Source: an optimization exercise on an open RTL-to-GDS flow (aim: small area, a short achievable clock period and few clock cycles per item). Production flows keep margins and buffers that such runs may drop.
RTL that was checked went through simulation tests only; none was proved equivalent to the original.
For run 7, only the layout was checked, not whether the RTL still works.

==> flow/design.v (outline; a module is shown in full before it is edited, if it fits) <==
// module fpu_multiply: 1254 lines
// module fast_power: 88 lines
module fast_power (
    input             clk,
    input             rst,
    input             start,
    input      [31:0] base,
    input      [31:0] exponent,
    output     [31:0] result,
    output reg        done
);
  // ...
==> flow/flow/run.sh <==
#!/bin/bash
# Standard layout with two changes: the port buffers are buf_1 cells instead
# of the default delay buffers, and after the standard synthesis the netlist's
# inverters around full adders are removed by flow/fa_polarity.py (a full
# adder with all inputs inverted gives both outputs inverted). Each tool's
# output goes to a log file of its own here.
set -euo pipefail
export BUFFER_PORTS_ARGS="-buffer_cell sky130_fd_sc_hd__buf_1"
bash standard.sh synth > synth.log 2>&1
R=orfs/results/sky130hd/fast_power/base
cp $R/1_2_yosys.v 1_2_yosys.standard.v
python3 flow/fa_polarity.py 1_2_yosys.standard.v $R/1_2_yosys.v > fa_polarity.log 2>&1
rm -f $R/1_synth.odb $R/1_synth.sdc
bash standard.sh > layout.log 2>&1
==> flow/flow/fa_polarity.py <==
#!/usr/bin/env python3
"""Remove inverters around full adders in a mapped sky130hd netlist.

A full adder is self-dual: fa(~a, ~b, ~c) gives ~sum and ~carry. Yosys maps
adders with inverters on many of their inputs and outputs. This script looks
through inverters and buffers to the signal that drives them (its "root"),
chooses for each full adder whether it computes its outputs true or inverted
(all three inputs then taken inverted), and takes xor2/xnor2 inputs in
whichever polarity is at hand (swapping xor2 and xnor2 as the parity needs).
Then it builds one inverter for each root whose inverse is still needed.
Registers, ports and every other cell are kept as they are.

usage: fa_polarity.py in.v out.v
"""
import re
import sys

src = open(sys.argv[1]).read()

m = re.search(r'^\s*sky130_fd_sc_hd__\w+\s+\S+\s*\(', src, re.M)
head = src[:m.start()]
body = src[m.start():]
end = body.rindex('endmodule')
tail = body[end:]
body = body[:end]

inst_re = re.compile(r'\s*(sky130_fd_sc_hd__\w+)\s+(\S+)\s*\((.*?)\);', re.S)
pin_re = re.compile(r'\.(\w+)\(\s*([^()]*?)\s*\)')
insts = []
pos = 0
for im in inst_re.finditer(body):
    assert body[pos:im.start()].strip() == '', body[pos:im.start()][:200]
    pos = im.end()
    typ, name, pins = im.group(1), im.group(2), im.group(3)
    insts.append([typ, name, dict(pin_re.findall(pins))])
assert body[pos:].strip() == ''

OUTS = {'X', 'Y', 'Q', 'Q_N', 'SUM', 'COUT', 'HI', 'LO'}

def base(t):
    return t[len('sky130_fd_sc_hd__'):]

def is_inv(t):
    b = base(t)
    return re.fullmatch(r'(clk)?inv_\d+', b) is not None

def is_buf(t):
    b = base(t)
    return re.fullmatch(r'(clk)?buf_\d+', b) is not None

def is_fa(t):
    return re.fullmatch(r'fa_\d+', base(t)) is not None

def is_xor(t):
    return re.fullmatch(r'x(n)?or2_\d+', base(t)) is not None

def is_ha(t):
    return re.fullmatch(r'ha_\d+', base(t)) is not None

# ports: nets named in the module header as inputs/outputs
ports_out = set()
ports_in = set()
for d, rng, names in re.findall(r'^\s*(input|output)\s+(\[\d+:\d+\])?\s*([^;]+);', head, re.M):
    for n in names.split(','):
        n = n.strip()
        if rng:
            hi, lo = map(int, rng[1:-1].split(':'))
            bits = ['%s[%d]' % (n, i) for i in range(min(hi, lo), max(hi, lo) + 1)]
        else:
            bits = [n]
        (ports_out if d == 'output' else ports_in).update(bits)

driver = {}
for k, (t, n, pins) in enumerate(insts):
    for p, net in pins.items():
        if p in OUTS:
            assert net not in driver, net
            driver[net] = (k, p)

# transparent cells: inverters and buffers not driving an output port
transp = set()
for k, (t, n, pins) in enumerate(insts):
    if (is_inv(t) or is_buf(t)):
        out = pins.get('Y', pins.get('X'))
        if out not in ports_out:
            transp.add(k)

def root_of(net):
    """(root net, polarity) of a net seen through transparent cells."""
    pol = 0
    while net in driver and driver[net][0] in transp:
        k = driver[net][0]
        t, _, pins = insts[k]
        if is_inv(t):
            pol ^= 1
        net = pins['A']
    return net, pol

fa_ids = [k for k, (t, n, p) in enumerate(insts) if is_fa(t)]
xor_ids = [k for k, (t, n, p) in enumerate(insts) if is_xor(t)]
fa_of_root = {}
for k in fa_ids:
    pins = insts[k][2]
    fa_of_root[pins['SUM']] = k
    fa_of_root[pins['COUT']] = k
xor_out = {insts[k][2]['X' if 'X' in insts[k][2] else 'Y'] for k in xor_ids}
ha_ids = [k for k, (t, n, p) in enumerate(insts) if is_ha(t)]
for k in ha_ids:
    xor_out.add(insts[k][2]['SUM'])
    xor_out.add(insts[k][2]['COUT'])

# consumers: (root, needed polarity, kind, fa index or None)
# kind 'fix' needs the polarity; 'fa' toggles with the adder's flip;
# 'any' (xor inputs) takes either.
cons = {}
for k, (t, n, pins) in enumerate(insts):
    if k in transp:
        continue
    for p, net in pins.items():
        if p in OUTS or net == '' or net.startswith("1'b"):
            continue
        r, pol = root_of(net)
        if is_fa(t):
            kind = 'fa'
        elif is_xor(t) or is_ha(t):
            kind = 'any'
        else:
            kind = 'fix'
        cons.setdefault(r, []).append((pol, kind, k))
for net in ports_out:
    if net in driver and driver[net][0] in transp:
        raise SystemExit('output port driven by a transparent cell')

flip = {k: 0 for k in fa_ids}

def produced(r):
    k = fa_of_root.get(r)
    return flip[k] if k is not None else 0

def root_cost(r):
    need = set()
    for pol, kind, k in cons.get(r, []):
        if kind == 'any':
            continue
        if kind == 'fa':
            pol ^= flip[k]
        need.add(pol)
    if r in xor_out:
        return 0 if len(need) <= 1 else 1
    return 1 if (need - {produced(r)}) else 0

roots_of_fa = {}
for r, lst in cons.items():
    for pol, kind, k in lst:
        if kind == 'fa':
            roots_of_fa.setdefault(k, set()).add(r)
for k in fa_ids:
    pins = insts[k][2]
    roots_of_fa.setdefault(k, set()).update([pins['SUM'], pins['COUT']])

def total():
    return sum(root_cost(r) for r in cons)

before = total()
improved = True
rounds = 0
while improved and rounds < 50:
    improved = False
    rounds += 1
    for k in fa_ids:
        rs = roots_of_fa[k]
        c0 = sum(root_cost(r) for r in rs)
        flip[k] ^= 1
        c1 = sum(root_cost(r) for r in rs)
        if c1 < c0:
            improved = True
        else:
            flip[k] ^= 1
after = total()

# choose the polarity each xor output carries (the one its fixed users want)
xpol = {}
for r in xor_out:
    need = set()
    for pol, kind, k in cons.get(r, []):
        if kind == 'any':
            continue
        if kind == 'fa':
            pol ^= flip[k]
        need.add(pol)
    xpol[r] = 1 if need == {1} else 0

def avail(r):
    return xpol[r] if r in xpol else produced(r)

# rebuild
inv_net = {}
new_insts = []
counter = [0]

def get(r, pol):
    """net carrying root r at polarity pol (relative to the original)."""
    if pol == avail(r):
        return r
    if r not in inv_net:
        counter[0] += 1
        net = 'fapol_n%d' % counter[0]
        inv_net[r] = net
        new_insts.append(['sky130_fd_sc_hd__inv_1', 'fapol_i%d' % counter[0], {'A': r, 'Y': net}])
    return inv_net[r]

out_insts = []
for k, (t, n, pins) in enumerate(insts):
    if k in transp:
        continue
    newp = {}
    if is_xor(t):
        par = 0 if base(t).startswith('xor') else 1
        for p, net in pins.items():
            if p in OUTS:
                continue
            r, pol = root_of(net)
            newp[p] = r
            par ^= pol ^ avail(r)
        o = 'X' if 'X' in pins else 'Y'
        par ^= xpol[pins[o]]
        newp[o] = pins[o]
        drive = re.search(r'_(\d+)$', t).group(1)
        nt = 'sky130_fd_sc_hd__%s2_%s' % ('xnor' if par else 'xor', drive)
        onew = 'Y' if par else 'X'
        newp = {('A' if p == 'A' else 'B' if p == 'B' else onew): v for p, v in newp.items()}
        out_insts.append([nt, n, newp])
        continue
    if is_ha(t):
        # half adder: sum as xor2/xnor2, carry as a two-input gate, each
        # taking its inputs and giving its output in the polarity at hand
        d = {}
        ins = {}
        for p in ('A', 'B'):
            r, pol = root_of(pins[p])
            ins[p] = r
            d[p] = pol ^ avail(r)
        so, co = pins['SUM'], pins['COUT']
        par = d['A'] ^ d['B'] ^ xpol[so]
        if par:
            out_insts.append(['sky130_fd_sc_hd__xnor2_1', n + '_hs', {'A': ins['A'], 'B': ins['B'], 'Y': so}])
        else:
            out_insts.append(['sky130_fd_sc_hd__xor2_1', n + '_hs', {'A': ins['A'], 'B': ins['B'], 'X': so}])
        po = xpol[co]
        a, b = ins['A'], ins['B']
        if d['A'] == 0 and d['B'] == 1:
            a, b = b, a
            da, db = 1, 0
        else:
            da, db = d['A'], d['B']
        if (da, db) == (0, 0):
            cell = ('nand2_1', {'A': a, 'B': b, 'Y': co}) if po else ('and2_0', {'A': a, 'B': b, 'X': co})
        elif (da, db) == (1, 1):
            cell = ('or2_0', {'A': a, 'B': b, 'X': co}) if po else ('nor2_1', {'A': a, 'B': b, 'Y': co})
        else:
            # a holds the inverted input
            cell = ('nand2b_1', {'A_N': a, 'B': b, 'Y': co}) if po else ('nor2b_1', {'A': a, 'B_N': b, 'Y': co})
        out_insts.append(['sky130_fd_sc_hd__' + cell[0], n + '_hc', cell[1]])
        continue
    f = flip.get(k, 0) if is_fa(t) else 0
    for p, net in pins.items():
        if p in OUTS or net == '' or net.startswith("1'b"):
            newp[p] = net
            continue
        r, pol = root_of(net)
        newp[p] = get(r, pol ^ f)
    out_insts.append([t, n, newp])
out_insts += new_insts

# wires: keep the header's declarations, add the new nets
decl = set(re.findall(r'^\s*wire\s+(?:\[\d+:\d+\]\s*)?(\S+?)\s*;', head, re.M))
extra = [v for v in inv_net.values() if v not in decl]
lines = [head.rstrip('\n')]
for v in extra:
    lines.append('  wire %s;' % v)
for t, n, pins in out_insts:
    pl = ',\n'.join('    .%s(%s%s)' % (p, v, ' ' if v.startswith('\\') else '')
                    for p, v in pins.items())
    lines.append('  %s %s (\n%s\n  );' % (t, n, pl))
lines.append(tail)
open(sys.argv[2], 'w').write('\n'.join(lines))
ninv0 = sum(1 for k in transp if is_inv(insts[k][0]))
nbuf0 = sum(1 for k in transp if is_buf(insts[k][0]))
print('inverters removed %d, buffers removed %d, inverters added %d; '
      'roots needing an inverse %d -> %d; adders flipped %d in %d rounds'
      % (ninv0, nbuf0, len(new_insts), before, after, sum(flip.values()), rounds))
print('half adders split %d' % len(ha_ids))
==> flow/standard.sh <==
#!/bin/bash
# synth_recipe.tcl (not shown) runs the flow's synth.tcl, then flattens the netlist and writes it again
# the make line also repeats each setting of config.mk as NAME=value (left out here)
make -C /OpenROAD-flow-scripts/flow DESIGN_CONFIG=/design/flow/config.mk WORK_HOME=/design/flow/orfs CLKGATE_MAP_FILE= SYNTH_SCRIPT=/design/flow/synth_recipe.tcl "${@:-finish}"
==> flow/config.mk <==
export PLATFORM = sky130hd
export DESIGN_NAME = fast_power
export DESIGN_NICKNAME = fast_power
export VERILOG_FILES = /design/flow/design.v
export SDC_FILE = /design/flow/constraint.sdc
export NUM_CORES = 4
export LEC_CHECK = 0
export ABC_AREA = 1
export CAP_MARGIN = 60
export CORE_MARGIN = 2
export CORE_UTILIZATION = 40
export GPL_ROUTABILITY_DRIVEN = 0
export GPL_TIMING_DRIVEN = 1
export SLEW_MARGIN = 75
==> flow/constraint.sdc <==
create_clock -name core_clock -period 24.0 [get_ports {clk}]
set_input_delay 4.8000 -clock core_clock [delete_from_list [all_inputs] [get_ports {clk}]]
set_output_delay 4.8000 -clock core_clock [all_outputs]
set_load 0.01 [all_outputs]
==> flow_summary.rst, run 1 <==
.. list-table::
   :header-rows: 1

   * - Metric
     - Value
   * - Routing usage on met2
     - 46.95%
   * - Slew of the pin with the lowest slew margin
     - just over 400 ps
   * - Die height
     - between 200 and 250 um
   * - Initial drt markers
     - about 1800
   * - Filler cell count
     - between 4000 and 5000
   * - Seq area share
     - 11.20%
   * - # diodes
     - 0
   * - Number of core rows
     - just under 80
   * - Largest register FFs
     - 32
   * - Final design area excluding fillers
     - about 0.021 mm2
   * - Clock buffer instance count of the final layout
     - 10
   * - Area of combinational cells with multiple inputs
     - ~0.016 mm2
   * - GRT met3 Usage
     - 4.615%
   * - Number of buffers added on ports
     - between 90 and 100
   * - Largest register by flop count
     - e
   * - CP Data Required Time
     - between 20000 and 25000 ps
   * - Cell depth of the worst flop-to-flop path
     - 28
   * - Setup TNS after final layout
     - 0 ps
   * - Area used by sequential logic in the layout
     - roughly 0.0024 mm2
   * - Result of the run
     - no timing/DRC/antenna violations
   * - Met2 wire length
     - roughly 32000 um
   * - Number of placed I/O pins
     - 100
   * - Number of instances in the synthesized netlist
     - ~2400
   * - Non-clock buffers
     - around 180
   * - Count of placed standard cells including taps
     - ~3200
   * - Final Util
     - between 40% and 50%
   * - Class of the tightest hold or removal check
     - flop to flop
   * - Clock buffer depth
     - 2
   * - Crit path to
     - r_f[10]
   * - Worst hold start
     - r_s
   * - Fraction of layout instances using a drive strength above 1
     - 8.017%
   * - Minimum setup slack after placement
     - approximately 17000 ps
   * - Final WS setup
     - approximately 17000 ps
   * - Mean area per synthesized cell
     - a little under 8 um2
   * - Number of buffers inserted during clock tree synthesis
     - 9
   * - Vias
     - ~19000
   * - Largest driver fanout on the critical path
     - 16
   * - Fraction of cell area in non-clock buffers
     - under 10%
   * - Number of vias per cell
     - ~5.9
Testbench counts, summed over its fixed seeds: cycles 59,928, items 2,400.
==> run 2, diff against run 1 <==
--- a/flow/config.mk
+++ b/flow/config.mk
@@ -10,5 +10,3 @@
 export CORE_MARGIN = 2
 export CORE_UTILIZATION = 40
-export GPL_ROUTABILITY_DRIVEN = 0
-export GPL_TIMING_DRIVEN = 1
-export SLEW_MARGIN = 75
+export SLEW_MARGIN = 80
==> run 2 against run 1 <==
Net effect: non-clock buffer count increased by 24; fmax up 4.1%; setup slack gained 290 ps; critical path depth rose by 1; critical path type unchanged.
==> flow_summary.rst, run 2 <==
.. list-table::
   :header-rows: 1

   * - Metric
     - Value
   * - Initial Util
     - 40.68% (unchanged)
   * - Timing-limited maximum frequency
     - 0.1410 GHz (was 0.1354 GHz)
   * - Clock tree from TritonCTS
     - yes (unchanged)
   * - Number of vias per cell
     - 5.868 (was 5.870)
   * - Detailed placement HPWL
     - 48920 um (was 47670 um)
   * - Number of antenna-violating nets in the routed design
     - 0 (unchanged)
   * - Setup slack, reg-to-reg
     - 16910 ps (was 16620 ps)
   * - Insertion delay of the later-clocked pin in the worst-skew pair
     - 360 ps (about the same)
   * - Post-synthesis instance area
     - 0.01850 mm2 (unchanged)
   * - Initial drt markers
     - 1994 (was 1820)
   * - Die height
     - 219.1 um (unchanged)
   * - Core Footprint
     - 0.04548 mm2 (unchanged)
   * - # diodes
     - 0 (unchanged)
   * - Number of placed I/O pins
     - 100 (unchanged)
   * - Top library cells by usage in the layout, fill and taps aside
     - sky130_fd_sc_hd__nand2_1, sky130_fd_sc_hd__o22ai_1, sky130_fd_sc_hd__fa_1 (unchanged)
   * - Fraction of the cycle the final worst path needs
     - 29.56% (was 30.76%)
   * - Number of antenna violations at the first check in global routing
     - 0 (unchanged)
   * - Area of combinational cells with multiple inputs
     - 0.01623 mm2 (was 0.01582 mm2)
   * - Hold_ws
     - 509.6 ps (was 508.4 ps)
   * - Slew of the pin with the lowest slew margin
     - 309.5 ps (was 402.3 ps)
   * - Number of buffers added on ports
     - 99 (unchanged)
   * - Class of the tightest hold or removal check
     - flop to flop (unchanged)
   * - Largest stage delay on the critical path
     - 580 ps (was 620 ps)
   * - Setup repair bufs after CTS
     - 0 (unchanged)
   * - Cell chosen for the clock root
     - sky130_fd_sc_hd__clkbuf_16 (unchanged)
   * - Number of core rows
     - 78 (unchanged)
   * - Level count of the clock H-tree
     - 3 (unchanged)
   * - CP Data Required Time
     - 24250 ps (about the same)
   * - Die outline width
     - 219.1 um (unchanged)
   * - Finish-stage setup viols
     - 0 (unchanged)
   * - Total of max-cap violations
     - 0 (unchanged)
   * - Average routed wire per standard cell
     - 21.03 um (was 21.21 um)
   * - Type of the setup path with the least slack
     - flop to flop (unchanged)
   * - GRT Total Usage
     - 28.71% (was 28.56%)
   * - Final design area excluding fillers
     - 0.02226 mm2 (was 0.02131 mm2)
   * - CP endpoint kind
     - flop (unchanged)
   * - CTS resizes
     - 0 (unchanged)
   * - Setup TNS after final layout
     - 0 ps (unchanged)
   * - Maximum number of pins on one net before global-route repair
     - 47 (was 45)
   * - Final wirelength
     - 67950 um (was 68040 um)
   * - Pins Over Slew Limit
     - 0 (unchanged)
   * - Post-CTS clock slew at the launch and capture registers of the worst setup and hold paths
     - 80 ps (was 70 ps)
   * - Number of instances in the synthesized netlist
     - 2408 (unchanged)
   * - Mean area per synthesized cell
     - 7.682 um2 (unchanged)
   * - Commonest non-fill, non-tap cell in the layout
     - sky130_fd_sc_hd__nand2_1 (unchanged)
   * - Die Footprint
     - 0.04798 mm2 (unchanged)
   * - Area grow syn2layout
     - 20.32% (was 15.21%)
   * - Vias in the first global route
     - 19462 (was 19070)
   * - Post-route minimum period
     - 7093 ps (was 7384 ps)
   * - Kind of start point of the critical path
     - flop (unchanged)
   * - Final #Nets
     - 2942 (was 2918)
   * - Yosys warnings
     - 1 (unchanged)
   * - Fraction of layout instances using a drive strength above 1
     - 11.29% (was 8.017%)
   * - Rel. slew slack
     - 79.37% (was 73.18%)
   * - Largest driver fanout on the critical path
     - 19 (was 16)
   * - Clock skew after layout
     - 11.47 ps (was 14.86 ps)
   * - Largest register by flop count
     - e (unchanged)
   * - Final hold vios
     - 0 (unchanged)
   * - Unrepaired setup endpoints after global routing
     - false (unchanged)
   * - Clock buffer depth
     - 2 (unchanged)
   * - Wire length of the first global-routing pass
     - 107800 um (was 106700 um)
   * - Drt pass-1 iters
     - 6 (unchanged)
   * - Hold buffer count at cts
     - 0 (unchanged)
   * - Area used by sequential logic in the layout
     - 0.002396 mm2 (was 0.002386 mm2)
   * - Overflow left after global routing
     - 0 (unchanged)
   * - Vias
     - 18961 (was 18825)
   * - Result of the run
     - no timing/DRC/antenna violations (unchanged)
   * - Largest register FFs
     - 32 (unchanged)
   * - Global placer's final weighted congestion
     - 0.9013
   * - Placed cell area
     - 0.02160 mm2 (was 0.02084 mm2)
   * - Filler cell count
     - 4456 (was 4552)
   * - Clock sink count
     - 102 (unchanged)
   * - Total DRC errors in the routed layout
     - 0 (unchanged)
   * - Net count after synthesis
     - 2724 (unchanged)
   * - Cell at the slowest stage of the critical path
     - sky130_fd_sc_hd__fa_1 (unchanged)
   * - Number of buffers inserted during clock tree synthesis
     - 9 (unchanged)
   * - Data arrival, critical path
     - 7350 ps (was 7640 ps)
==> run 2: path summary, 6_finish.rpt <==
| check | depth (start not counted) | endpoint | from |
|---|---|---|---|
| worst min register to register | 2 | r_s | r_s |
| worst max-delay path | 29 | r_f[10] | op_r |
| worst min-delay path | 2 | r_s | r_s |
| worst max register to register | 29 | r_f[10] | op_r |
==> run 2: critical path, delay by kind of cell (launching register included) <==
kind | cells | cell delay, ps
and+or+nand+nor | 9 | 1170
xor gates and xnor gates | 3 | 630
adders and majority gates | 6 | 2990
AOI/OAI and AO/OA | 4 | 430
buffers and inverters | 7 | 1260
DFF | 1 | 470
==> run 2: final cells by class <==
class	instances	area share, %
Clock buffer	9	1.012
Timing Repair Buffer	208	8.066
Multi-Input combinational cell	2107	72.92
Inverter	198	3.553
Tap cell	600	3.373
Clock inverter	7	0.3148
Sequential cell	102	10.76
==> run 2: metrics by stage <==
stage               std cells  worst slack (ps)  util [%]
floorplan                2408             16410         -
global placement         3160             16360     44.35
detailed placement       3210             17050     47.50
CTS                      3226             17030     48.15
global route             3231             16520     48.94
finish                   3231             16910     48.94
==> run 2: layer usage <==
| metal | global-route usage, % | vias up | wire (um) |
|---|---|---|---|
| li1 | - | 8545 | - |
| met1 | 38.69 | 9255 | 27640 |
| met2 | 46.74 | 977 | 31770 |
| met3 | 4.116 | 184 | 6077 |
| met4 | 10.90 | 0 | 2462 |
| met5 | 0 | - | 0 |
==> run 3, diff against run 2 <==
--- a/flow/config.mk
+++ b/flow/config.mk
@@ -9,4 +9,5 @@
 export CAP_MARGIN = 60
 export CORE_MARGIN = 2
-export CORE_UTILIZATION = 40
-export SLEW_MARGIN = 80
+export CORE_UTILIZATION = 60
+export PLACE_DENSITY = 0.75
+export SLEW_MARGIN = 75
==> run 3 against run 2 <==
Net effect: sequential share of layout area up 0.62 points; still clean on timing, DRC and antenna; register-to-register slack worse by 190 ps; first-iteration DRC count up 14%; via count up 2.6%; final cell count down 7.4%; critical path type unchanged; global-route usage up 11 points; cell area down 5.6%; count of clock-buffer cells in the layout unchanged; sequential cell count unchanged.
==> flow_summary.rst, run 3 <==
.. list-table::
   :header-rows: 1

   * - Metric
     - Value
   * - CP endpoint kind
     - flop (unchanged)
   * - Kind of start point of the critical path
     - flop (unchanged)
   * - Die height
     - 179.6 um (was 219.1 um)
   * - Maximum number of pins on one net before global-route repair
     - 46 (was 47)
   * - Number of buffers added on ports
     - 99 (unchanged)
   * - Vias
     - 19453 (was 18961)
   * - Post-CTS clock slew at the launch and capture registers of the worst setup and hold paths
     - 80 ps (about the same)
   * - Commonest non-fill, non-tap cell in the layout
     - sky130_fd_sc_hd__nand2_1 (unchanged)
   * - Unrepaired setup endpoints after global routing
     - false (unchanged)
   * - Fraction of the cycle the final worst path needs
     - 30.35% (was 29.56%)
   * - Total DRC errors in the routed layout
     - 0 (unchanged)
   * - Largest driver fanout on the critical path
     - 33 (was 19)
   * - Final #Nets
     - 2906 (was 2942)
   * - Hold buffer count at cts
     - 0 (unchanged)
   * - Worst hold start
     - r_s (unchanged)
   * - Buf+Inv Stages, Crit Path
     - 8 (was 7)
   * - Level count of the clock H-tree
     - 3 (unchanged)
   * - Number of antenna-violating nets in the routed design
     - 0 (unchanged)
   * - Number of vias per cell
     - 6.504 (was 5.868)
   * - Rel. slew slack
     - 72.22% (was 79.37%)
   * - Slew of the pin with the lowest slew margin
     - 416.7 ps (was 309.5 ps)
   * - Busiest metal layer after global routing
     - met2 (unchanged)
   * - Net count after synthesis
     - 2724 (unchanged)
   * - Routing usage on met2
     - 62.47% (was 46.74%)
   * - Area grow syn2layout
     - 13.57% (was 20.32%)
   * - Final hold vios
     - 0 (unchanged)
   * - Cell chosen for the clock root
     - sky130_fd_sc_hd__clkbuf_16 (unchanged)
   * - Data arrival, critical path
     - 7530 ps (was 7350 ps)
   * - Largest register FFs
     - 32 (unchanged)
   * - Cell depth of the worst flop-to-flop path
     - 30 (was 29)
   * - Top library cells by usage in the layout, fill and taps aside
     - sky130_fd_sc_hd__nand2_1, sky130_fd_sc_hd__o22ai_1, sky130_fd_sc_hd__fa_1 (unchanged)
   * - Insertion delay of the later-clocked pin in the worst-skew pair
     - 360 ps (about the same)
   * - Initial drt markers
     - 2270 (was 1994)
   * - Global placer's final weighted congestion
     - 0.9618 (was 0.9013)
   * - Post-synthesis instance area
     - 0.01850 mm2 (unchanged)
   * - Count of non-filler cells in the finished layout
     - 2991 (was 3231)
   * - Wire length of the first global-routing pass
     - 102400 um (was 107800 um)
   * - Count of placed standard cells including taps
     - 2972 (was 3210)
   * - Initial Util
     - 60.63% (was 40.68%)
   * - Terminating pin of the worst hold path
     - r_s (unchanged)
   * - Clock sink count
     - 102 (unchanged)
   * - Pins Over Slew Limit
     - 0 (unchanged)
   * - Mean area per synthesized cell
     - 7.682 um2 (unchanged)
   * - Largest stage delay on the critical path
     - 610 ps (was 580 ps)
   * - Number of buffers inserted during clock tree synthesis
     - 9 (unchanged)
   * - Largest register by flop count
     - e (unchanged)
   * - Setup repair bufs after CTS
     - 0 (unchanged)
   * - GRT met3 Usage
     - 9.887% (was 4.116%)
   * - RR Startpoint
     - op_r (unchanged)
   * - Clock tree from TritonCTS
     - yes (unchanged)
   * - Vias in the first global route
     - 19305 (was 19462)
   * - CTS resizes
     - 0 (unchanged)
   * - Total of max-cap violations
     - 0 (unchanged)
   * - Class of the tightest hold or removal check
     - flop to flop (unchanged)
   * - Number of instances in the synthesized netlist
     - 2408 (unchanged)
   * - Detailed placement HPWL
     - 44610 um (was 48920 um)
   * - Met1 global-route usage
     - 51.39% (was 38.69%)
   * - # diodes
     - 0 (unchanged)
   * - Core Footprint
     - 0.03051 mm2 (was 0.04548 mm2)
   * - Die Footprint
     - 0.03225 mm2 (was 0.04798 mm2)
   * - Type of the setup path with the least slack
     - flop to flop (unchanged)
   * - Drt pass-1 iters
     - 8 (was 6)
   * - CP Data Required Time
     - 24250 ps (about the same)
   * - Average routed wire per standard cell
     - 21.49 um (was 21.03 um)
   * - Setup TNS after final layout
     - 0 ps (unchanged)
   * - Fraction of layout instances using a drive strength above 1
     - 7.823% (was 11.29%)
   * - Post-route minimum period
     - 7284 ps (was 7093 ps)
   * - Cell at the slowest stage of the critical path
     - sky130_fd_sc_hd__fa_1 (unchanged)
   * - Overflow left after global routing
     - 0 (unchanged)
   * - R2r endpoint
     - r_f[9] (was r_f[10])
   * - Filler cell count
     - 2585 (was 4456)
   * - Timing-limited maximum frequency
     - 0.1373 GHz (was 0.1410 GHz)
   * - GRT Total Usage
     - 39.72% (was 28.71%)
   * - Die outline width
     - 179.6 um (was 219.1 um)
   * - Final wirelength
     - 64280 um (was 67950 um)
   * - Result of the run
     - no timing/DRC/antenna violations (unchanged)
   * - Kind of cell with the highest combined delay on the critical path
     - adder cells (unchanged)
   * - Yosys warnings
     - 1 (unchanged)
   * - Setup slack, reg-to-reg
     - 16720 ps (was 16910 ps)
   * - Clock skew after layout
     - 12.49 ps (was 11.47 ps)
   * - Clock buffer depth
     - 2 (unchanged)
   * - Number of placed I/O pins
     - 100 (unchanged)
   * - Finish-stage setup viols
     - 0 (unchanged)
   * - Number of core rows
     - 64 (was 78)
   * - Number of cells traversed by the worst hold path
     - 2 (unchanged)
   * - Number of antenna violations at the first check in global routing
     - 1 (was 0)
-- run 3: worst max-delay path by stage --
stage               cells past startpoint  startpoint  endpoint
finish                                 30        op_r    r_f[9]
global route                           30        op_r    b_f[9]
CTS                                    29        op_r    r_f[9]
detailed placement                     29        op_r    r_f[9]
global placement                       23     b_f[13]    r_e[4]
floorplan                              25      b_f[3]    b_e[0]
-- run 3: layout make-up --
type	count	area (um2)	area share, %
Sequential cell	102	2391	11.38
Inverter	198	778.2	3.704
Clock inverter	7	95.09	0.4526
Tap cell	396	495.5	2.358
Timing Repair Buffer	172	1202	5.723
Multi-Input combinational cell	2107	15820	75.31
Clock buffer	9	225.2	1.072
-- run 3: worst register-to-register path: cells and delay by family (launching register included) --
kind | cells | cell delay, ps
xor+xnor | 3 | 700
simple gates | 9 | 1100
compound gates | 4 | 370
flops | 1 | 510
fa+ha+maj | 6 | 2970
buf+inv | 8 | 1520
-- run 3: routing by layer --
metal | routed length [um] | vias up
met5 | 10 | -
met4 | 3831 | 2
met3 | 8744 | 359
met2 | 28940 | 1510
met1 | 22760 | 9088
li1 | - | 8494
-- run 3: through the flow --
| stage | setup slack [ps] | hold WS [ps] | utilization [%] | area [um2] |
|---|---|---|---|---|
| after floorplan | 16410 | 468.8 | - | 18500 |
| after global placement | 16430 | 490.4 | 65.17 | 19880 |
| after detailed placement | 16900 | 496.4 | 67.13 | 20480 |
| after CTS | 16880 | 508.3 | 68.18 | 20800 |
| after global routing | 16410 | 533.4 | 68.86 | 21010 |
| final | 16720 | 508.0 | 68.86 | 21010 |
==> run 4, diff against run 3 <==
--- a/flow/config.mk
+++ b/flow/config.mk
@@ -7,7 +7,6 @@
 export LEC_CHECK = 0
 export ABC_AREA = 1
-export CAP_MARGIN = 60
+export CAP_MARGIN = 40
 export CORE_MARGIN = 2
-export CORE_UTILIZATION = 60
-export PLACE_DENSITY = 0.75
+export CORE_UTILIZATION = 40
 export SLEW_MARGIN = 75
==> run 4 against run 3 <==
Net effect: still clean; global-route usage is 11 points lower; clock skew is 5.9 ps higher; sequential cell count stayed put; setup slack better by 26 ps; final cell count is 7.3% higher; core utilization is 22 points lower; register-to-register slack better by 30 ps; synthesized cell count stayed put.
==> flow_summary.rst, run 4 <==
.. list-table::
   :header-rows: 1

   * - Metric
     - Value
   * - Cell chosen for the clock root
     - sky130_fd_sc_hd__clkbuf_16 (unchanged)
   * - CTS resizes
     - 0 (unchanged)
   * - CP Data Required Time
     - 24250 ps (about the same)
   * - Clock buffer depth
     - 2 (unchanged)
   * - Core Footprint
     - 0.04548 mm2 (was 0.03051 mm2)
   * - Met1 global-route usage
     - 37.83% (was 51.39%)
   * - GRT Total Usage
     - 28.32% (was 39.72%)
   * - Vias
     - 18826 (was 19453)
   * - Type of the setup path with the least slack
     - flop to flop (unchanged)
   * - Commonest non-fill, non-tap cell in the layout
     - sky130_fd_sc_hd__nand2_1 (unchanged)
   * - Number of cells traversed by the worst hold path
     - 2 (unchanged)
   * - Rel. slew slack
     - 74.76% (was 72.22%)
   * - Clock skew after layout
     - 18.39 ps (was 12.49 ps)
   * - Final #Nets
     - 2919 (was 2906)
   * - Cell depth of the worst flop-to-flop path
     - 29 (was 30)
   * - Timing-limited maximum frequency
     - 0.1378 GHz (was 0.1373 GHz)
   * - Class of the tightest hold or removal check
     - flop to flop (unchanged)
   * - Setup repair bufs after CTS
     - 0 (unchanged)
   * - Placed cell area
     - 0.02077 mm2 (was 0.02048 mm2)
   * - Largest stage delay on the critical path
     - 620 ps (was 610 ps)
   * - Vias in the first global route
     - 18935 (was 19305)
   * - Largest driver fanout on the critical path
     - 19 (was 33)
   * - Cell at the slowest stage of the critical path
     - sky130_fd_sc_hd__fa_1 (unchanged)
   * - Final design area excluding fillers
     - 0.02137 mm2 (was 0.02101 mm2)
   * - Total of max-cap violations
     - 0 (unchanged)
   * - Number of instances in the synthesized netlist
     - 2408 (unchanged)
   * - Wire length of the first global-routing pass
     - 105900 um (was 102400 um)
   * - Terminating pin of the worst hold path
     - r_s (unchanged)
   * - Initial Util
     - 40.68% (was 60.63%)
   * - Number of placed I/O pins
     - 100 (unchanged)
   * - Drt pass-1 iters
     - 6 (was 8)
   * - Fraction of layout instances using a drive strength above 1
     - 8.129% (was 7.823%)
   * - Post-synthesis instance area
     - 0.01850 mm2 (unchanged)
   * - CP endpoint kind
     - flop (unchanged)
   * - Hold buffer count at cts
     - 0 (unchanged)
   * - Post-CTS clock slew at the launch and capture registers of the worst setup and hold paths
     - 80 ps (about the same)
   * - Number of buffers inserted during clock tree synthesis
     - 9 (unchanged)
   * - Initial drt markers
     - 1683 (was 2270)
   * - Clock sink count
     - 102 (unchanged)
   * - Mean area per synthesized cell
     - 7.682 um2 (unchanged)
   * - Number of core rows
     - 78 (was 64)
   * - # diodes
     - 0 (unchanged)
   * - Largest register by flop count
     - e (unchanged)
   * - Total DRC errors in the routed layout
     - 0 (unchanged)
   * - Unrepaired setup endpoints after global routing
     - false (unchanged)
   * - Setup slack, reg-to-reg
     - 16740 ps (was 16720 ps)
   * - Final hold vios
     - 0 (unchanged)
   * - Result of the run
     - no timing/DRC/antenna violations (unchanged)
   * - Worst hold start
     - b_s (was r_s)
   * - Yosys warnings
     - 1 (unchanged)
   * - Busiest metal layer after global routing
     - met2 (unchanged)
   * - Largest register FFs
     - 32 (unchanged)
   * - Routing usage on met2
     - 45.97% (was 62.47%)
   * - Finish-stage setup viols
     - 0 (unchanged)
   * - RR Startpoint
     - op_r (unchanged)
   * - Kind of start point of the critical path
     - flop (unchanged)
   * - Number of vias per cell
     - 5.868 (was 6.504)
   * - Level count of the clock H-tree
     - 3 (unchanged)
   * - Overflow left after global routing
     - 0 (unchanged)
   * - Area grow syn2layout
     - 15.51% (was 13.57%)
   * - Slew of the pin with the lowest slew margin
     - 378.6 ps (was 416.7 ps)
   * - Top library cells by usage in the layout, fill and taps aside
     - sky130_fd_sc_hd__nand2_1, sky130_fd_sc_hd__o22ai_1, sky130_fd_sc_hd__fa_1 (unchanged)
   * - Setup TNS after final layout
     - 0 ps (unchanged)
   * - Die Footprint
     - 0.04798 mm2 (was 0.03225 mm2)
   * - Insertion delay of the later-clocked pin in the worst-skew pair
     - 370 ps (was 360 ps)
   * - Pins Over Slew Limit
     - 0 (unchanged)
   * - Number of antenna-violating nets in the routed design
     - 0 (unchanged)
   * - Data arrival, critical path
     - 7510 ps (was 7530 ps)
   * - GRT met3 Usage
     - 4.671% (was 9.887%)
   * - Die outline width
     - 219.1 um (was 179.6 um)
   * - Global placer's final weighted congestion
     - 0.9013 (was 0.9618)
   * - Maximum number of pins on one net before global-route repair
     - 47 (was 46)
   * - Number of antenna violations at the first check in global routing
     - 0 (was 1)
   * - Detailed placement HPWL
     - 47090 um (was 44610 um)
   * - Fraction of the cycle the final worst path needs
     - 30.24% (was 30.35%)
   * - Net count after synthesis
     - 2724 (unchanged)
   * - Clock tree from TritonCTS
     - yes (unchanged)
   * - R2r endpoint
     - b_f[9] (was r_f[9])
   * - Post-route minimum period
     - 7258 ps (was 7284 ps)
   * - Die height
     - 219.1 um (was 179.6 um)
   * - Final wirelength
     - 67410 um (was 64280 um)
   * - Number of buffers added on ports
     - 99 (unchanged)
   * - Average routed wire per standard cell
     - 21.01 um (was 21.49 um)
## run 4: cell type report
class / instances / area [um2]
timing repair buffer: 185 / 1338
fill: 4622 / 24110
tap: 600 / 750.7
clock buffer: 9 / 225.2
multi-input combinational: 2107 / 15830
inverter: 198 / 768.2
sequential: 102 / 2385
clock inverter: 7 / 67.56
## run 4: worst max path at each step
stage	startpoint	end	slack (ps)
detailed placement	op_r	b_f[9]	16850
global route	op_r	r_f[9]	16410
floorplan	b_f[3]	b_e[0]	16410
CTS	op_r	b_f[9]	16820
finish	op_r	b_f[9]	16740
global placement	b_f[7]	r_e[2]	16360
## run 4: routing by layer
metal	wire (um)	share of wire [%]
met3	5962	8.8
met5	0	0
met1	27550	41
met2	31420	47
met4	2480	3.7
## run 4: metrics by stage
step	setup WS, ps	util [%]	instances	hold slack, ps
finish	16740	46.98	3208	515.6
global route	16410	46.98	3208	556.1
CTS	16820	46.31	3200	516.1
detailed placement	16850	45.67	3184	514.2
global placement	16360	44.35	3160	486.6
floorplan	16410	-	2408	468.8
## run 4: critical path, delay by kind of cell, from the launching register on
family	cells	cell delay [ps]
AO/OA/AOI/OAI	4	440
XOR/XNOR	3	710
adder cells (fa/ha/maj)	6	2970
buffers and inverters	7	1350
flip-flops	1	540
AND/OR/NAND/NOR	9	1100
==> run 5, diff against run 4 <==
--- a/flow/config.mk
+++ b/flow/config.mk
@@ -7,5 +7,5 @@
 export LEC_CHECK = 0
 export ABC_AREA = 1
-export CAP_MARGIN = 40
+export CAP_MARGIN = 80
 export CORE_MARGIN = 2
 export CORE_UTILIZATION = 40
==> run 5 against run 4 <==
Net effect: critical path type unchanged; largest cell class unchanged; sequential cell count did not move; first-iteration DRC count rose by 10%; global-route usage rose by 0.20 points; synthesized area did not move.
==> flow_summary.rst, run 5 <==
.. list-table::
   :header-rows: 1

   * - Metric
     - Value
   * - Result of the run
     - no timing/DRC/antenna violations (unchanged)
   * - Final hold vios
     - 0 (unchanged)
   * - Total DRC errors in the routed layout
     - 0 (unchanged)
   * - Slew of the pin with the lowest slew margin
     - 381.3 ps (was 378.6 ps)
   * - Data arrival, critical path
     - 7380 ps (was 7510 ps)
   * - Initial Util
     - 40.68% (unchanged)
   * - Area grow syn2layout
     - 20.96% (was 15.51%)
   * - Clock sink count
     - 102 (unchanged)
   * - Yosys warnings
     - 1 (unchanged)
   * - Unrepaired setup endpoints after global routing
     - false (unchanged)
   * - Most repeated library cell on the critical path
     - sky130_fd_sc_hd__nand2_1
   * - Number of buffers inserted during clock tree synthesis
     - 9 (unchanged)
   * - Initial drt markers
     - 1854 (was 1683)
   * - Level count of the clock H-tree
     - 3 (unchanged)
   * - Clock skew after layout
     - 11.74 ps (was 18.39 ps)
   * - Largest register by flop count
     - e (unchanged)
   * - CTS resizes
     - 0 (unchanged)
   * - Type of the setup path with the least slack
     - flop to flop (unchanged)
   * - Net count after synthesis
     - 2724 (unchanged)
   * - Setup TNS after final layout
     - 0 ps (unchanged)
   * - Final wirelength
     - 68410 um (was 67410 um)
   * - Clock tree from TritonCTS
     - yes (unchanged)
   * - Number of antenna violations at the first check in global routing
     - 0 (unchanged)
   * - Setup repair bufs after CTS
     - 0 (unchanged)
   * - Drt pass-1 iters
     - 6 (unchanged)
   * - Die height
     - 219.1 um (unchanged)
   * - Mean area per synthesized cell
     - 7.682 um2 (unchanged)
   * - CP endpoint kind
     - flop (unchanged)
   * - Number of core rows
     - 78 (unchanged)
   * - Pins Over Slew Limit
     - 0 (unchanged)
   * - Fraction of layout instances using a drive strength above 1
     - 9.614% (was 8.129%)
   * - Number of instances in the synthesized netlist
     - 2408 (unchanged)
   * - Largest driver fanout on the critical path
     - 32 (was 19)
   * - Commonest non-fill, non-tap cell in the layout
     - sky130_fd_sc_hd__nand2_1 (unchanged)
   * - Vias in the first global route
     - 19195 (was 18935)
   * - Number of antenna-violating nets in the routed design
     - 0 (unchanged)
   * - Wire length of the first global-routing pass
     - 106700 um (was 105900 um)
   * - Rel. slew slack
     - 74.58% (was 74.76%)
   * - Average routed wire per standard cell
     - 20.77 um (was 21.01 um)
   * - Hold buffer count at cts
     - 0 (unchanged)
   * - Post-CTS clock slew at the launch and capture registers of the worst setup and hold paths
     - 80 ps (about the same)
   * - Post-route minimum period
     - 7129 ps (was 7258 ps)
   * - Core Footprint
     - 0.04548 mm2 (unchanged)
   * - Number of placed I/O pins
     - 100 (unchanged)
   * - Cell chosen for the clock root
     - sky130_fd_sc_hd__clkbuf_16 (unchanged)
   * - Largest stage delay on the critical path
     - 580 ps (was 620 ps)
   * - Final #Nets
     - 3005 (was 2919)
   * - Top library cells by usage in the layout, fill and taps aside
     - sky130_fd_sc_hd__nand2_1, sky130_fd_sc_hd__o22ai_1, sky130_fd_sc_hd__fa_1 (unchanged)
   * - Clock buffer depth
     - 2 (unchanged)
   * - Overflow left after global routing
     - 0 (unchanged)
   * - Insertion delay of the later-clocked pin in the worst-skew pair
     - 360 ps (was 370 ps)
   * - Finish-stage setup viols
     - 0 (unchanged)
   * - # diodes
     - 0 (unchanged)
   * - Class of the tightest hold or removal check
     - flop to flop (unchanged)
   * - Die outline width
     - 219.1 um (unchanged)
   * - Number of buffers added on ports
     - 99 (unchanged)
   * - Timing-limited maximum frequency
     - 0.1403 GHz (was 0.1378 GHz)
   * - Fraction of the cycle the final worst path needs
     - 29.71% (was 30.24%)
   * - Detailed placement HPWL
     - 49580 um (was 47090 um)
   * - CP Data Required Time
     - 24250 ps (about the same)
   * - Maximum number of pins on one net before global-route repair
     - 45 (was 47)
   * - Total of max-cap violations
     - 0 (unchanged)
   * - Post-synthesis instance area
     - 0.01850 mm2 (unchanged)
   * - Vias
     - 19302 (was 18826)
   * - Cell at the slowest stage of the critical path
     - sky130_fd_sc_hd__fa_1 (unchanged)
   * - Global placer's final weighted congestion
     - 0.9013 (unchanged)
   * - Largest register FFs
     - 32 (unchanged)
   * - GRT Total Usage
     - 28.52% (was 28.32%)
   * - Kind of start point of the critical path
     - flop (unchanged)
   * - Die Footprint
     - 0.04798 mm2 (unchanged)
   * - Number of vias per cell
     - 5.860 (was 5.868)
[run 5: worst paths after layout]
check	from	to	slack, ps	cells after the start
hold / removal	r_s	r_s	510	2
hold reg to reg	r_s	r_s	510	2
setup reg to reg	op_r	b_l	16870	29
setup / recovery	op_r	b_l	16870	29
[run 5: area by class of cell]
class,count,area [um2]
Clock inverter,7,65.06
Fill cell,4448,23100
Timing Repair Buffer,271,2421
Clock buffer,9,225.2
Tap cell,600,750.7
Inverter,198,768.2
Sequential cell,102,2385
Multi-Input combinational cell,2107,15760
[run 5: per-layer routing]
layer / part of all wire, % / global-route usage, %
met5: 0 / 0
met2: 47 / 46.65
met3: 8.6 / 4.546
met4: 3.7 / 11.15
met1: 41 / 37.82
[run 5: metrics by stage]
stage	area [um2]	cells	setup slack, ps	utilization, %	hold slack [ps]
global placement	20170	3160	16360	44.35	486.6
CTS	21690	3250	16940	47.69	518.2
detailed placement	21400	3234	16940	47.05	496.4
global route	22380	3294	16500	49.20	535.7
finish	22380	3294	16870	49.20	514.9
floorplan	18500	2408	16410	-	468.8
[run 5: worst max-delay path, delay by kind of cell, from the launching register on]
family | cells | cell delay, ps
flops | 1 | 350
xor+xnor | 2 | 370
buf+inv | 7 | 1510
simple gates | 11 | 1420
fa+ha+maj | 5 | 2570
compound gates | 4 | 760
==> run 6, diff against run 5 <==
--- a/flow/config.mk
+++ b/flow/config.mk
@@ -7,5 +7,5 @@
 export LEC_CHECK = 0
 export ABC_AREA = 1
-export CAP_MARGIN = 80
+export CAP_MARGIN = 60
 export CORE_MARGIN = 2
 export CORE_UTILIZATION = 40
==> run 6 against run 5 <==
Net effect: synthesized cell count did not move; highest routed layer unchanged; clock skew rose by 5.1 ps; worst hold slack got worse by 0.95 ps; via count fell by 2.5%; critical path depth did not move; core utilization fell by 2.2 points.
==> flow_summary.rst, run 6 <==
.. list-table::
   :header-rows: 1

   * - Metric
     - Value
   * - Overflow left after global routing
     - 0 (unchanged)
   * - Hold buffer count at cts
     - 0 (unchanged)
   * - Vias in the first global route
     - 18876 (was 19195)
   * - Number of placed I/O pins
     - 100 (unchanged)
   * - Post-CTS clock slew at the launch and capture registers of the worst setup and hold paths
     - 80 ps (about the same)
   * - Setup repair bufs after CTS
     - 0 (unchanged)
   * - Number of core rows
     - 78 (unchanged)
   * - Fraction of layout instances using a drive strength above 1
     - 8.049% (was 9.614%)
   * - Result of the run
     - no timing/DRC/antenna violations (unchanged)
   * - Final wirelength
     - 67380 um (was 68410 um)
   * - Setup TNS after final layout
     - 0 ps (unchanged)
   * - Final Util
     - 46.96% (was 49.20%)
   * - # diodes
     - 0 (unchanged)
   * - Level count of the clock H-tree
     - 3 (unchanged)
   * - Commonest non-fill, non-tap cell in the layout
     - sky130_fd_sc_hd__nand2_1 (unchanged)
   * - Cell chosen for the clock root
     - sky130_fd_sc_hd__clkbuf_16 (unchanged)
   * - Number of antenna-violating nets in the routed design
     - 0 (unchanged)
   * - Clock sink count
     - 102 (unchanged)
   * - Number of buffers added on ports
     - 99 (unchanged)
   * - Unrepaired setup endpoints after global routing
     - false (unchanged)
   * - Clock buffer depth
     - 2 (unchanged)
   * - Clock skew after layout
     - 16.86 ps (was 11.74 ps)
   * - Data arrival, critical path
     - 7450 ps (was 7380 ps)
   * - Largest stage delay on the critical path
     - 620 ps (was 580 ps)
   * - Final hold vios
     - 0 (unchanged)
   * - Timing-limited maximum frequency
     - 0.1389 GHz (was 0.1403 GHz)
   * - Net count after synthesis
     - 2724 (unchanged)
   * - Insertion delay of the later-clocked pin in the worst-skew pair
     - 360 ps (about the same)
   * - Number of vias per cell
     - 5.865 (was 5.860)
   * - Post-route minimum period
     - 7198 ps (was 7129 ps)
   * - Largest register by flop count
     - e (unchanged)
   * - Average routed wire per standard cell
     - 21.00 um (was 20.77 um)
   * - Pins Over Slew Limit
     - 0 (unchanged)
   * - Class of the tightest hold or removal check
     - flop to flop (unchanged)
   * - Cell at the slowest stage of the critical path
     - sky130_fd_sc_hd__fa_1 (unchanged)
   * - Finish-stage setup viols
     - 0 (unchanged)
   * - Number of instances in the synthesized netlist
     - 2408 (unchanged)
   * - Top library cells by usage in the layout, fill and taps aside
     - sky130_fd_sc_hd__nand2_1, sky130_fd_sc_hd__o22ai_1, sky130_fd_sc_hd__fa_1 (unchanged)
   * - Final #Nets
     - 2920 (was 3005)
   * - Post-synthesis instance area
     - 0.01850 mm2 (unchanged)
   * - Rel. slew slack
     - 74.32% (was 74.58%)
   * - CP endpoint kind
     - flop (unchanged)
   * - Global placer's final weighted congestion
     - 0.9013 (unchanged)
   * - Initial Util
     - 40.68% (unchanged)
   * - Maximum number of pins on one net before global-route repair
     - 47 (was 45)
   * - CP Data Required Time
     - 24250 ps (about the same)
   * - Core Footprint
     - 0.04548 mm2 (unchanged)
   * - Die Footprint
     - 0.04798 mm2 (unchanged)
   * - Slew of the pin with the lowest slew margin
     - 385.2 ps (was 381.3 ps)
   * - Drt pass-1 iters
     - 5 (was 6)
   * - CTS resizes
     - 0 (unchanged)
   * - Die outline width
     - 219.1 um (unchanged)
   * - Kind of start point of the critical path
     - flop (unchanged)
   * - Number of antenna violations at the first check in global routing
     - 0 (unchanged)
   * - Die height
     - 219.1 um (unchanged)
   * - Placed cell area
     - 0.02077 mm2 (was 0.02140 mm2)
   * - Fraction of the cycle the final worst path needs
     - 29.99% (was 29.71%)
   * - Number of buffers inserted during clock tree synthesis
     - 9 (unchanged)
   * - Area used by sequential logic in the layout
     - 0.002385 mm2 (unchanged)
   * - Initial drt markers
     - 1765 (was 1854)
   * - Mean area per synthesized cell
     - 7.682 um2 (unchanged)
   * - Yosys warnings
     - 1 (unchanged)
   * - GRT Total Usage
     - 28.28% (was 28.52%)
   * - Final design area excluding fillers
     - 0.02136 mm2 (was 0.02238 mm2)
   * - Total of max-cap violations
     - 0 (unchanged)
   * - Area of combinational cells with multiple inputs
     - 0.01580 mm2 (was 0.01576 mm2)
   * - Clock tree from TritonCTS
     - yes (unchanged)
   * - Total DRC errors in the routed layout
     - 0 (unchanged)
   * - Hold_ws
     - 513.9 ps (was 514.9 ps)
   * - Filler cell count
     - 4578 (was 4448)
   * - Wire length of the first global-routing pass
     - 105700 um (was 106700 um)
   * - Vias
     - 18822 (was 19302)
   * - Type of the setup path with the least slack
     - flop to flop (unchanged)
   * - Largest register FFs
     - 32 (unchanged)
   * - Area grow syn2layout
     - 15.45% (was 20.96%)
   * - Detailed placement HPWL
     - 47070 um (was 49580 um)
   * - Largest driver fanout on the critical path
     - 19 (was 32)
## run 6: final timing paths
path / startpoint / to / slack, ps / depth (start not counted)
setup / recovery: op_r / b_f[9] / 16800 / 29
hold / removal: r_s / r_s / 510 / 2
setup reg to reg: op_r / b_f[9] / 16800 / 29
hold reg to reg: r_s / r_s / 510 / 2
## run 6: critical path: cells and delay by family (launching register included)
kind,cells,cell delay [ps]
AO/OA/AOI/OAI,4,430
XOR/XNOR,3,720
adder cells (fa/ha/maj),6,2970
buffers and inverters,7,1340
flip-flops,1,520
AND/OR/NAND/NOR,9,1060
## run 6: cell type report
class	instances	area share, %
tap	600	3.515
sequential	102	11.17
multi-input combinational	2107	73.98
timing repair buffer	186	6.357
inverter	198	3.597
clock buffer	9	1.055
clock inverter	7	0.3281
## run 6: layer usage
layer	share of wire [%]	global-route usage, %	vias up
met4	3.7	10.86	0
li1	-	-	8523
met2	47	45.71	911
met5	0	0	-
met3	8.2	4.352	186
met1	41	38.14	9202
## run 6: metrics by stage
stage                     cells  worst slack [ps]
final                      3209             16800
after CTS                  3200             16830
after floorplan            2408             16410
after global placement     3160             16360
after global routing       3209             16400
after detailed placement   3184             16870
==> module fast_power, before the edit <==
module fast_power (
    input             clk,
    input             rst,
    input             start,
    input      [31:0] base,
    input      [31:0] exponent,
    output     [31:0] result,
    output reg        done
);
  reg        busy;
  reg        r_one;    
  reg        op_r;     
  reg [31:0] e;        
  reg        b_s;
  reg  [7:0] b_e;
  reg        b_l;
  reg [22:0] b_f;
  reg        r_s;
  reg  [7:0] r_e;
  reg        r_l;
  reg [22:0] r_f;
  assign result = {r_s, r_e, r_f};
  wire b_den  = ~b_l & (|b_f);           
  wire r_den  = ~r_l & (|r_f);
  wire e_zero = ~(|e);
  wire e_last = ~(|e[31:1]);
  wire        x_s = op_r ? r_s : b_s;
  wire  [7:0] x_e = op_r ? r_e : b_e;
  wire        x_l = op_r ? r_l : b_l;
  wire [22:0] x_f = op_r ? r_f : b_f;
  wire [47:0] p;
  fpu_multiply mul (.x(x_f), .y(b_f), .p(p));
  wire        m_zero = ~(x_l & b_l);
  wire  [7:0] e_hi   = x_e + b_e + 8'd130;           
  wire  [7:0] e_lo   = x_e + b_e + 8'd129;
  wire  [7:0] m_e    = m_zero ? 8'd0 : (p[47] ? e_hi : e_lo);
  wire [22:0] m_f    = m_zero ? 23'd0 : (p[47] ? p[46:24] : p[45:23]);
  wire        m_s    = x_s ^ b_s;
  wire        m_l    = ~m_zero & (p[47] ? (|e_hi) : (|e_lo));
  wire cap      = ~busy & ~done;               
  wire do_bnorm = busy & b_den;
  wire do_rnorm = busy & ~b_den & op_r & r_den;
  wire do_rmul  = busy & ~b_den & op_r & ~r_den;
  wire do_step  = busy & ~b_den & ~op_r & ~e_zero;    
  wire do_copy  = do_step & e[0] & r_one;
  wire finish   = e_zero | ((do_rmul | do_step) & e_last);
  wire [32:0] b_v    = {b_s, b_e, b_l, b_f};
  wire [32:0] r_v    = {r_s, r_e, r_l, r_f};
  wire [32:0] m_v    = {m_s, m_e, m_l, m_f};
  wire [32:0] base_v = {base[31], base[30:23], |base[30:23], base[22:0]};
  wire [32:0] one_v  = {1'b0, 8'd127, 1'b1, 23'd0};
  wire [32:0] b_sh   = {b_s, b_e - 8'd1, b_f, 1'b0};
  wire [32:0] r_sh   = {r_s, r_e - 8'd1, r_f, 1'b0};
  wire b_hold = ~(cap | do_bnorm | do_step);
  wire r_hold = ~(cap | do_rnorm | do_rmul | do_copy);
  wire [32:0] b_n = ({33{cap}} & base_v) | ({33{do_bnorm}} & b_sh) |
                    ({33{do_step}} & m_v) | ({33{b_hold}} & b_v);
  wire [32:0] r_n = ({33{cap}} & one_v) | ({33{do_rnorm}} & r_sh) |
                    ({33{do_rmul}} & m_v) | ({33{do_copy}} & b_v) |
                    ({33{r_hold}} & r_v);
  wire        op_r_n  = cap ? 1'b0 :
                        do_rmul ? 1'b0 :
                        do_step ? (e[1] & ~(r_one & ~e[0])) : op_r;
  wire        r_one_n = cap | (r_one & ~do_copy);
  wire [31:0] e_n     = cap ? exponent : (do_step ? {1'b0, e[31:1]} : e);
  always @(posedge clk) begin
    {b_s, b_e, b_l, b_f} <= b_n;
    {r_s, r_e, r_l, r_f} <= r_n;
    e <= e_n;  op_r <= op_r_n;  r_one <= r_one_n;
  end
  always @(posedge clk) begin
    if (rst) begin
      busy <= 1'b0;
      done <= 1'b0;
    end else if (!busy) begin
      if (done) begin
        if (!start) done <= 1'b0;
      end else if (start) begin
        busy <= 1'b1;
      end
    end else if (!start) begin
      busy <= 1'b0;
    end else if (finish) begin
      busy <= 1'b0;
      done <= 1'b1;
    end
  end
endmodule
==> run 7, diff against run 6 <==
--- a/flow/design.v
+++ b/flow/design.v
@@ -1282,5 +1282,5 @@
   wire  [7:0] x_e = op_r ? r_e : b_e;
   wire        x_l = op_r ? r_l : b_l;
-  wire [22:0] x_f = op_r ? r_f : b_f;
+  reg  [22:0] x_f;
   wire [47:0] p;
   fpu_multiply mul (.x(x_f), .y(b_f), .p(p));
@@ -1313,4 +1313,10 @@
                     ({33{do_rmul}} & m_v) | ({33{do_copy}} & b_v) |
                     ({33{r_hold}} & r_v);
+  wire        x_m   = do_step & ~op_r_n;
+  wire [32:0] b_ea  = ({33{cap}} & base_v) | ({33{do_bnorm}} & b_sh) | ({33{~cap & ~do_bnorm}} & b_v);
+  wire [32:0] r_ea  = ({33{cap}} & one_v) | ({33{do_rnorm}} & r_sh) | ({33{do_copy}} & b_v) |
+                      ({33{~cap & ~do_rnorm & ~do_copy}} & r_v);
+  wire [22:0] x_ea  = op_r_n ? r_ea[22:0] : b_ea[22:0];
+  wire [22:0] x_n   = x_m ? m_v[22:0] : x_ea;
   wire        op_r_n  = cap ? 1'b0 :
                         do_rmul ? 1'b0 :
@@ -1322,4 +1328,5 @@
     {r_s, r_e, r_l, r_f} <= r_n;
     e <= e_n;  op_r <= op_r_n;  r_one <= r_one_n;
+    x_f <= x_n;
   end
   always @(posedge clk) begin
==> run 7 against run 6 <==
Net effect: largest cell class unchanged; critical endpoint is now r_f[8]; critical path depth is 2 lower; clock skew fell by 1.9 ps; synthesized area is 4.8% higher; critical path type unchanged; non-clock buffer count shrank 14; still clean on timing, DRC and antenna; sequential cell count increased by 23; die area rose by 4.7%; via count is 4.7% higher; final cell count is 3.2% higher; synthesized cell count grew 3.5%; first-iteration DRC count up 16%.
==> flow_summary.rst, run 7 <==
.. list-table::
   :header-rows: 1

   * - Metric
     - Value
   * - Clock skew after layout
     - 14.98 ps (was 16.86 ps)
   * - Final design area excluding fillers
     - 0.02248 mm2 (was 0.02136 mm2)
   * - CP Data Required Time
     - 24320 ps (was 24250 ps)
   * - Kind of start point of the critical path
     - flop (unchanged)
   * - Number of placed I/O pins
     - 100 (unchanged)
   * - # diodes
     - 0 (unchanged)
   * - Placed cell area
     - 0.02161 mm2 (was 0.02077 mm2)
   * - Unrepaired setup endpoints after global routing
     - false (unchanged)
   * - Total of max-cap violations
     - 0 (unchanged)
   * - Number of core rows
     - 80 (was 78)
   * - Post-route minimum period
     - 7204 ps (was 7198 ps)
   * - Commonest non-fill, non-tap cell in the layout
     - sky130_fd_sc_hd__nand2_1 (unchanged)
   * - Number of antenna-violating nets in the routed design
     - 0 (unchanged)
   * - CP endpoint kind
     - flop (unchanged)
   * - Fraction of the cycle the final worst path needs
     - 30.02% (was 29.99%)
   * - Level count of the clock H-tree
     - 4 (was 3)
   * - RR Startpoint
     - b_f[1] (was op_r)
   * - Type of the setup path with the least slack
     - flop to flop (unchanged)
   * - Largest register by flop count
     - e (unchanged)
   * - Initial drt markers
     - 2043 (was 1765)
   * - Mean area per synthesized cell
     - 7.775 um2 (was 7.682 um2)
   * - Vias in the first global route
     - 20180 (was 18876)
   * - Number of antenna violations at the first check in global routing
     - 0 (unchanged)
   * - CTS resizes
     - 0 (unchanged)
   * - Cell chosen for the clock root
     - sky130_fd_sc_hd__clkbuf_16 (unchanged)
   * - Result of the run
     - no timing/DRC/antenna violations (unchanged)
   * - Wire length of the first global-routing pass
     - 112500 um (was 105700 um)
   * - Met2 wire length
     - 33430 um (was 31410 um)
   * - Clock buffer depth
     - 2 (unchanged)
   * - Setup TNS after final layout
     - 0 ps (unchanged)
   * - Clock sink count
     - 125 (was 102)
   * - Data arrival, critical path
     - 7520 ps (was 7450 ps)
   * - Top library cells by usage in the layout, fill and taps aside
     - sky130_fd_sc_hd__nand2_1, sky130_fd_sc_hd__o22ai_1, sky130_fd_sc_hd__fa_1 (unchanged)
   * - Final wirelength
     - 71420 um (was 67380 um)
   * - Core Footprint
     - 0.04775 mm2 (was 0.04548 mm2)
   * - Drt pass-1 iters
     - 5 (unchanged)
   * - Net count after synthesis
     - 2809 (was 2724)
   * - Die outline width
     - 224.1 um (was 219.1 um)
   * - Post-synthesis instance area
     - 0.01938 mm2 (was 0.01850 mm2)
   * - Number of instances in the synthesized netlist
     - 2493 (was 2408)
   * - Clock tree from TritonCTS
     - yes (unchanged)
   * - Maximum number of pins on one net before global-route repair
     - 46 (was 47)
   * - Setup repair bufs after CTS
     - 0 (unchanged)
   * - Critical Path Start
     - b_f[1] (was op_r)
   * - Largest register FFs
     - 32 (unchanged)
   * - Number of vias per cell
     - 5.951 (was 5.865)
   * - Sum of routed wire segments on met1
     - 29030 um (was 27910 um)
   * - Worst hold start
     - b_s (was r_s)
   * - Fraction of layout instances using a drive strength above 1
     - 7.270% (was 8.049%)
   * - Final #Nets
     - 2999 (was 2920)
   * - Largest driver fanout on the critical path
     - 27 (was 19)
   * - Die Footprint
     - 0.05023 mm2 (was 0.04798 mm2)
   * - Number of buffers added on ports
     - 99 (unchanged)
   * - Vias
     - 19703 (was 18822)
   * - Detailed placement HPWL
     - 49790 um (was 47070 um)
   * - Highest metal layer used by the detailed router
     - met4 (unchanged)
   * - Routed wl met3
     - 5844 um (was 5526 um)
   * - Initial Util
     - 40.59% (was 40.68%)
   * - Area grow syn2layout
     - 15.96% (was 15.45%)
   * - Yosys warnings
     - 1 (unchanged)
   * - Number of buffers inserted during clock tree synthesis
     - 17 (was 9)
   * - Insertion delay of the later-clocked pin in the worst-skew pair
     - 430 ps (was 360 ps)
   * - Slew of the pin with the lowest slew margin
     - 399.3 ps (was 385.2 ps)
   * - Post-CTS clock slew at the launch and capture registers of the worst setup and hold paths
     - 60 ps (was 80 ps)
-- run 7: changes by cell type in the layout (fill, tap and decap cells not counted), moves of 17 or more --
cell,previous run,this run
sky130_fd_sc_hd__o21ai_2,23,3
sky130_fd_sc_hd__dfxtp_1,54,84
sky130_fd_sc_hd__nand4_1,76,104
sky130_fd_sc_hd__a31oi_1,3,26
sky130_fd_sc_hd__nand3_1,80,61
sky130_fd_sc_hd__o21ai_1,9,50
sky130_fd_sc_hd__nor2_1,165,148
sky130_fd_sc_hd__o21ai_0,37,68
-- run 7: critical path, stage by stage (launching register included) --
cell,delay [ps]
sky130_fd_sc_hd__dfxtp_1,350
sky130_fd_sc_hd__buf_8,280
sky130_fd_sc_hd__inv_2,190
sky130_fd_sc_hd__nand2_1,300
sky130_fd_sc_hd__nand2_1,80
sky130_fd_sc_hd__o21ai_1,80
sky130_fd_sc_hd__buf_4,350
sky130_fd_sc_hd__o22ai_1,140
sky130_fd_sc_hd__xnor2_1,210
sky130_fd_sc_hd__fa_1,480
sky130_fd_sc_hd__fa_1,530
sky130_fd_sc_hd__fa_1,530
sky130_fd_sc_hd__fa_1,460
sky130_fd_sc_hd__fa_1,520
sky130_fd_sc_hd__xor2_1,190
sky130_fd_sc_hd__a21oi_1,190
sky130_fd_sc_hd__nand2_1,180
sky130_fd_sc_hd__nand2_1,120
sky130_fd_sc_hd__nand3_2,180
sky130_fd_sc_hd__a21oi_1,290
sky130_fd_sc_hd__nand2_4,200
sky130_fd_sc_hd__nand2_1,150
sky130_fd_sc_hd__nand3_1,90
sky130_fd_sc_hd__nand2_2,300
sky130_fd_sc_hd__buf_4,330
sky130_fd_sc_hd__nand2_1,160
sky130_fd_sc_hd__nand4_1,140
sky130_fd_sc_hd__nand2_1,50
-- run 7: final cells by class --
class                           instances  area (um2)
Tap cell                              615       769.5
Timing Repair Buffer                  172        1282
Clock inverter                         14       206.4
Fill cell                            4698       25270
Multi-Input combinational cell       2165       16150
Sequential cell                       125        2844
Inverter                              202       795.8
Clock buffer                           18       429.2
-- run 7: worst paths after layout --
path / endpoint / slack [ps] / cells after the start
worst max-delay path: r_f[8] / 16800 / 27
worst min-delay path: b_s / 480 / 2
worst max register to register: r_f[8] / 16800 / 27
worst min register to register: b_s / 480 / 2
-- run 7: per-stage QoR --
step	utilization, %	hold slack, ps	std cells	setup WS [ps]
after floorplan	-	448.6	2493	16610
after global placement	43.82	464.7	3256	15940
after detailed placement	45.25	473.9	3275	16680
after CTS	46.59	483.6	3307	16610
after global routing	47.08	507.9	3311	16410
final	47.08	480.3	3311	16800
-- run 7: layer usage --
| metal | up-vias | track usage, % |
|---|---|---|
| met2 | 1011 | 47.09 |
| met3 | 220 | 4.591 |
| met4 | 0 | 11.68 |
| li1 | 8912 | - |
| met1 | 9560 | 37.67 |
| met5 | - | 0.1955 |

## static timing again, ports no longer ideal
The flow's constraints put no driver on any port. The routed layouts listed below were extracted and timed again, unchanged, in two steps.
Step 1, drivers: a clkbuf_16 drives clk and a buf_2 each remaining input, both assumed.
Step 2 moves the port delays by t, midway between the first and last clock arrival at a register: inputs arrive t later, outputs are due t later. That takes back most of the time a late clock gives input paths.
Slacks: no drivers / after step 1 / after step 2; pairs: no drivers / after step 1.
run	shift t [ns]	slack for setup (ns)	pins driven straight from the clock port
run 1	0.399	16.616 / 16.616 / 16.616	1
run 2	0.398	16.907 / 16.907 / 16.907	1
run 3	0.395	16.716 / 16.716 / 16.716	1
run 4	0.402	16.742 / 16.742 / 16.742	1
run 5	0.402	16.871 / 16.871 / 16.871	1
run 6	0.395	16.802 / 16.802 / 16.802	1
run 7	0.475	16.796 / 16.796 / 16.796	1
After both steps setup and hold are still met in every run listed.
